Background: an optimization exercise with open tools, aiming at small area. Do not read the settings as production practice. In this exercise RTL edits were held to simulation tests only and were not proved equivalent to the original. Power and IR drop assume default switching activity.

==> flow/design.v, too long to show whole: its modules and the start of the top module <==
// module cpu65xx: 3297 lines
module cpu65xx(clk, enable, reset, nmi_n, irq_n, so_n, din, dout, addr, we, debugOpcode, debugPc, debugA, debugX, debugY, debugS);
  // ...
==> flow/flow/run.sh <==
#!/bin/bash
# Standard ORFS layout (the standard.sh), with two changes:
#  - the port buffers are the smallest buffer (buf_1) instead of the
#    default choice;
#  - clock tree synthesis clusters up to 50 sinks per buffer and inserts
#    no dummy loads.
set -euo pipefail
export BUFFER_PORTS_ARGS="-buffer_cell sky130_fd_sc_hd__buf_1"
export CTS_ARGS="-sink_clustering_enable -sink_clustering_size 50 -sink_clustering_max_diameter 300 -repair_clock_nets -dont_use_dummy_load"
bash standard.sh > standard.log 2>&1
==> flow/standard.sh <==
#!/bin/bash
# synth_recipe.tcl (not shown) runs the flow's synth.tcl, then flattens the netlist and writes it again
# the make line also repeats each setting of config.mk as NAME=value (left out here)
make -C /OpenROAD-flow-scripts/flow DESIGN_CONFIG=/design/flow/config.mk WORK_HOME=/design/flow/orfs CLKGATE_MAP_FILE= SYNTH_SCRIPT=/design/flow/synth_recipe.tcl "${@:-finish}"
==> flow/config.mk <==
export PLATFORM = sky130hd
export DESIGN_NAME = cpu65xx
export DESIGN_NICKNAME = cpu65xx
export VERILOG_FILES = /design/flow/design.v
export SDC_FILE = /design/flow/constraint.sdc
export NUM_CORES = 4
export LEC_CHECK = 0
export CAP_MARGIN = 20
export CORE_MARGIN = 2
export CORE_UTILIZATION = 40
export SLEW_MARGIN = 20
==> flow/constraint.sdc <==
create_clock -name core_clock -period 10.0 [get_ports {clk}]
set_input_delay 2.0000 -clock core_clock [delete_from_list [all_inputs] [get_ports {clk}]]
set_output_delay 2.0000 -clock core_clock [all_outputs]
set_load 0.01 [all_outputs]
==> results.txt, run 1 <==
- The most repeated cell in the gate-level netlist after synthesis is nor2_1.
- The flow ran to the end and the layout has no timing, DRC or antenna violations.
- Of the total synthesized cell area, the portion taken by full adders, half adders and majority gates is 11.0%.
- For the worst flop-to-flop path, the logic depth is 32.
- The number of enable-type register cells in the synthesized netlist is 90.
- VDD sags by at most 0.0901 mV.
- The number of ordinary inverters in the final layout is 55.
- The clock network accounts for 20.4% of the total power.
- For the pin with the worst max-slew slack, the measured transition is 963 ps.
- Multi-input logic gates represent a cell area share of 60.3%.
- Registers take 2860 sq um.
- The via count of the first global-routing pass is 9376.
- Tracing the worst setup path back leads to its startpoint at debugOpcode[2].
- The class of the most critical hold timing path is flop to flop.
- The analysis attributes to net switching a power of 0.597 mW.
- Summed over its instances, the top area cell type makes up 27.3% of the synthesized netlist area.
- The layout overhead on the synthesized area is 8.59%.
- The final-layout fill cell count is 2453.
- The count of buffer and inverter cells on the critical path is 2.
- The worst clock skew is 17.8 ps.
- The final layout contains 1256 nets.
- The via count normalized by instance count is 6.57.
- After synthesis the netlist holds a flip-flop and latch count of 98.
- The data arrival time of the critical path is 9770 ps.
- The depth of the critical timing path with buffers and inverters included is 32.
- Of all cell types, the one taking the most synthesized area is edfxtp_1.
- The endpoint identified for the worst register-to-register timing path is debugS[7].
- The buffer levels on the longest clock path is 2.
- The overall die width is 161 um.
- The met1 wire length is 16.2 mm.
==> inputs of run 2 (changes only) <==
==> flow/flow/run.sh (replaced) <==
#!/bin/bash
# Standard ORFS layout (the standard.sh), with two changes:
#  - the port buffers are the smallest buffer (buf_1) instead of the
#    default choice;
#  - clock tree synthesis uses clkbuf_8 below the root buffer and
#    inserts no dummy loads.
set -euo pipefail
export BUFFER_PORTS_ARGS="-buffer_cell sky130_fd_sc_hd__buf_1"
export CTS_ARGS="-sink_clustering_enable -repair_clock_nets -dont_use_dummy_load -root_buf sky130_fd_sc_hd__clkbuf_16 -buf_list sky130_fd_sc_hd__clkbuf_8"
bash standard.sh > standard.log 2>&1
==> run 2 against run 1 <==
Largest cell class unchanged. Critical path depth stayed put. Non-clock buffer count stayed put. Via count stayed put. Critical endpoint unchanged. Wire length stayed put. Clock-buffer cell count stayed put.
==> results.txt, run 2 <==
- The count of nets left with antenna violations after detail routing is 0 (unchanged).
- The kind of start point of the critical path is a flop (unchanged).
- The post-place instance area is 10500 sq um (unchanged).
- The clock root buffer master is clkbuf_16 (unchanged).
- The number of buffers added on ports is 94 (unchanged).
- The worst slew slack as a fraction of its limit came to 35.8% (unchanged).
- The core footprint was 24300 sq um (unchanged).
- The count of warnings emitted by yosys is 1 (unchanged).
- The predominant post-synthesis flop cell is edfxtp_1 (unchanged).
- The post-route non-filler standard cell count is 1493 (unchanged).
- The net count of the mapped netlist is 1192 (unchanged).
- The number of H-tree levels is 3 (unchanged).
- The peak per-stage delay on the critical path is 900 ps (about the same).
- The ratio of cells with drive above 1 in the final layout is 10.6% (unchanged).
- The unique cell type count in the Yosys netlist is 115 (unchanged).
- The number of storage elements in the synthesis netlist is 98 (unchanged).
- The power per cell area was 139 nW/um^2 (unchanged).
- The count of max-cap constraint violations is 0 (unchanged).
- The vertical extent of the die is 161 um (unchanged).
- The final critical delay including setup and external delays is 9470 ps (unchanged).
- Unrepaired setup endpoints after global routing: false (unchanged).
- The layout overhead on the synthesized area is 8.59% (unchanged).
- The final-layout fill cell count is 2453 (unchanged).
- The via count normalized by instance count is 6.57 (unchanged).
- The total via count after detailed routing is 9806 (unchanged).
- The DRC violation count after routing is 0 (unchanged).
- Top flop regs: addr: 16 flops, debugPc: 16 flops (unchanged).
- The CTS clock-pin slew for the worst setup and hold paths was 60 ps (about the same).
- The worst-path maximum fanout came to 22 (unchanged).
- Most area-consuming cells after synthesis: edfxtp_1 27%, ha_1 5.6%, fa_1 5.5% (unchanged).
- The maximum frequency from static timing analysis is 0.106 GHz (unchanged).
- The leading area contributor after synthesis is edfxtp_1 (unchanged).
- The total detailed-routing wirelength is 39.5 mm (unchanged).
- The via count of the first global-routing pass is 9376 (unchanged).
- The post-synthesis average cell area is 8.95 sq um (unchanged).
- The die area was 26000 sq um (unchanged).
- The count of placed standard cells including taps was 1483 (unchanged).
- The layout net count is 1256 (unchanged).
- The half-perimeter wire length of the detailed placement result is 30.6 mm (unchanged).
- The critical path class is flop to flop (unchanged).
- The number of gates resized after cts is 0 (unchanged).
- The later-pin clock latency in the skew report is 360 ps (about the same).
- Commonest cells post-synth: 114 x nor2_1, 90 x edfxtp_1, 72 x nand2_1 (unchanged).
- The type of element capturing the critical path is a flop (unchanged).
- The slack of the critical path is 529 ps (unchanged).
- The pin count of the biggest net entering global routing is 38 (unchanged).
- The overall die width is 161 um (unchanged).
- The overall power is 1.50 mW (unchanged).
- The data required time of the worst path is 10290 ps (about the same).
- The worst voltage drop across the vdd grid is 0.0901 mV (unchanged).
- The clock net sink count is 98 (unchanged).
- The sequential fraction of the synthesis area came to 28.9% (unchanged).
- The leakage component of the power came to 3.90 nW (unchanged).
- The utilization of the core after routing is 44.2% (unchanged).
- The class of the most critical hold timing path is flop to flop (unchanged).
- Commonest cells after routing, fill and taps aside: 114 x nor2_1, 94 x buf_1, 90 x edfxtp_1 (unchanged).
- The async set-or-reset flop fraction in the synthesized netlist was 0% (unchanged).
- The number of design-rule violations left by the first detailed-router iteration is 1462 (unchanged).
- The number of max-slew violations in the final report is 0 (unchanged).
- The total I/O pin count was 95 (unchanged).
- The overall global routing resource usage is 30.2% (unchanged).
- The total count of hold-check failures in the final report is 0 (unchanged).
- The length of the first detailed-routing pass in iterations is 7 (unchanged).
- The buffer levels on the longest clock path is 2 (unchanged).
- The sum of negative setup slack came to 0 ps (unchanged).
- The total setup buffers inserted after CTS is 0 (unchanged).
- The clock tree from TritonCTS is yes (unchanged).
- The cell seen most often among critical-path stages is fa_1 (unchanged).
- The master of the slowest instance on the critical path is edfxtp_1 (unchanged).
- The data arrival time of the critical path is 9770 ps (about the same).
- The post-place setup slack is 718 ps (unchanged).
- Run status: complete, no violations (unchanged).
- The number of antenna violations at the first check in global routing is 0 (unchanged).
- The final-layout worst hold slack is 470 ps (unchanged).
- The first-pass GRT wire length is 59.9 mm (unchanged).
- The routed length per placed instance is 26.4 um (unchanged).
- The setup slack of the worst register-to-register path is 530 ps (about the same).
- The last weighted congestion value of the routability-driven placer is 0.957 (unchanged).
- The starting density of the core is 40.7% (unchanged).
- The category of cells accounting for the largest share of critical-path delay is adder cells (unchanged).
- The netlist area before placement is 9910 sq um (unchanged).
- The transition time of the tightest slew-check pin was 963 ps (unchanged).
- The count of buffer and inverter cells on the critical path is 2 (unchanged).
- The CTS buffer count is 9 (unchanged).
- The number of antenna cells inserted is 0 (unchanged).
- The number of enable-type register cells in the synthesized netlist is 90 (unchanged).
- The number of cells produced by synthesis is 1107 (unchanged).
- The number of standard-cell rows in the floorplan is 57 (unchanged).
- The most repeated cell in the gate-level netlist after synthesis is nor2_1 (unchanged).
- The hold buffer count at cts was 0 (unchanged).
- The aggregate global routing overflow came to 0 (unchanged).
- The final setup violation count came to 0 (unchanged).
- The fraction of post-synthesis cell area in the top cell type by area is 27.3% (unchanged).
- The worst clock skew is 17.8 ps (unchanged).
- The post-route cell area is 10800 sq um (unchanged).
- The commonest non-fill, non-tap cell in the layout is nor2_1 (unchanged).
- The final critical-path share of the clock period came to 94.7% (unchanged).
## run 2: cell counts in the layout (fill, tap and decap cells not counted)
No cell type changed its count.
## run 2: cells by family after synthesis
group	Yosys count	synth area share, %
simple gates	403	22.0
compound gates	345	25.6
buf+inv	124	5.82
flops	98	28.9
fa+ha+maj	71	11.0
mux	35	3.99
xor+xnor	31	2.74
## run 2: worst register-to-register path: cells and delay by family, from the launching register on
family	cells	cell delay (ps)
adder cells (fa/ha/maj)	10	3680
AO/OA/AOI/OAI	9	1720
AND/OR/NAND/NOR	6	1450
flip-flops	1	900
XOR/XNOR	3	850
buffers and inverters	2	400
multiplexers	2	360
## run 2: worst paths after layout
kind          endpoint  cells past startpoint      startpoint
max          debugS[7]                     32  debugOpcode[2]
min              Vprev                      0               V
max reg2reg  debugS[7]                     32  debugOpcode[2]
min reg2reg      Vprev                      0               V
## run 2: power breakdown
group	switching (mW)	internal, mW	leakage [nW]	total (mW)
logic	0.385	0.235	2.89	0.620
registers	0.0653	0.508	0.895	0.573
clock network	0.147	0.159	0.111	0.306
## run 2: final cells by class
class / count / area, sq um / share of cell area, %
inverters: 55 / 206 / 1.92
multi-input cells: 885 / 6480 / 60.3
flip-flops and latches: 98 / 2860 / 26.6
repair buffers: 122 / 576 / 5.35
well taps: 324 / 405 / 3.77
clock buffers: 9 / 225 / 2.09
## run 2: routing by layer
layer / wire (um) / vias to the layer above / track usage, %
li1: - / 4327 / -
met1: 16200 / 4763 / 41.5
met2: 18300 / 626 / 48.3
met3: 3720 / 90 / 5.60
met4: 1280 / 0 / 9.74
met5: 0 / - / 0

## afterwards: timing with drivers on the ports
In the flow no input, the clock included, has a driving cell. The finished layouts below were timed again as built, in two steps. Step 1, drivers: a clkbuf_16 drives clk and a buf_2 each remaining input, both assumed. Step 2 adds t to the input delays and takes it off the output delays; t is the mean of the earliest and latest rising clock arrival at the registers after step 1. Input paths then give back, and output paths get back, about the clock's delay inside the block. Three values: ideal, step 1, step 2; two values: the first two.
run | t (ns) | slack for setup (ns) | worst register clock-pin slew, ns
run 1 | 0.398 | 0.529 / 0.529 / 0.529 | 0.08 / 0.08
run 2 | 0.398 | 0.529 / 0.529 / 0.529 | 0.08 / 0.08
After both steps every run listed still meets setup and hold.
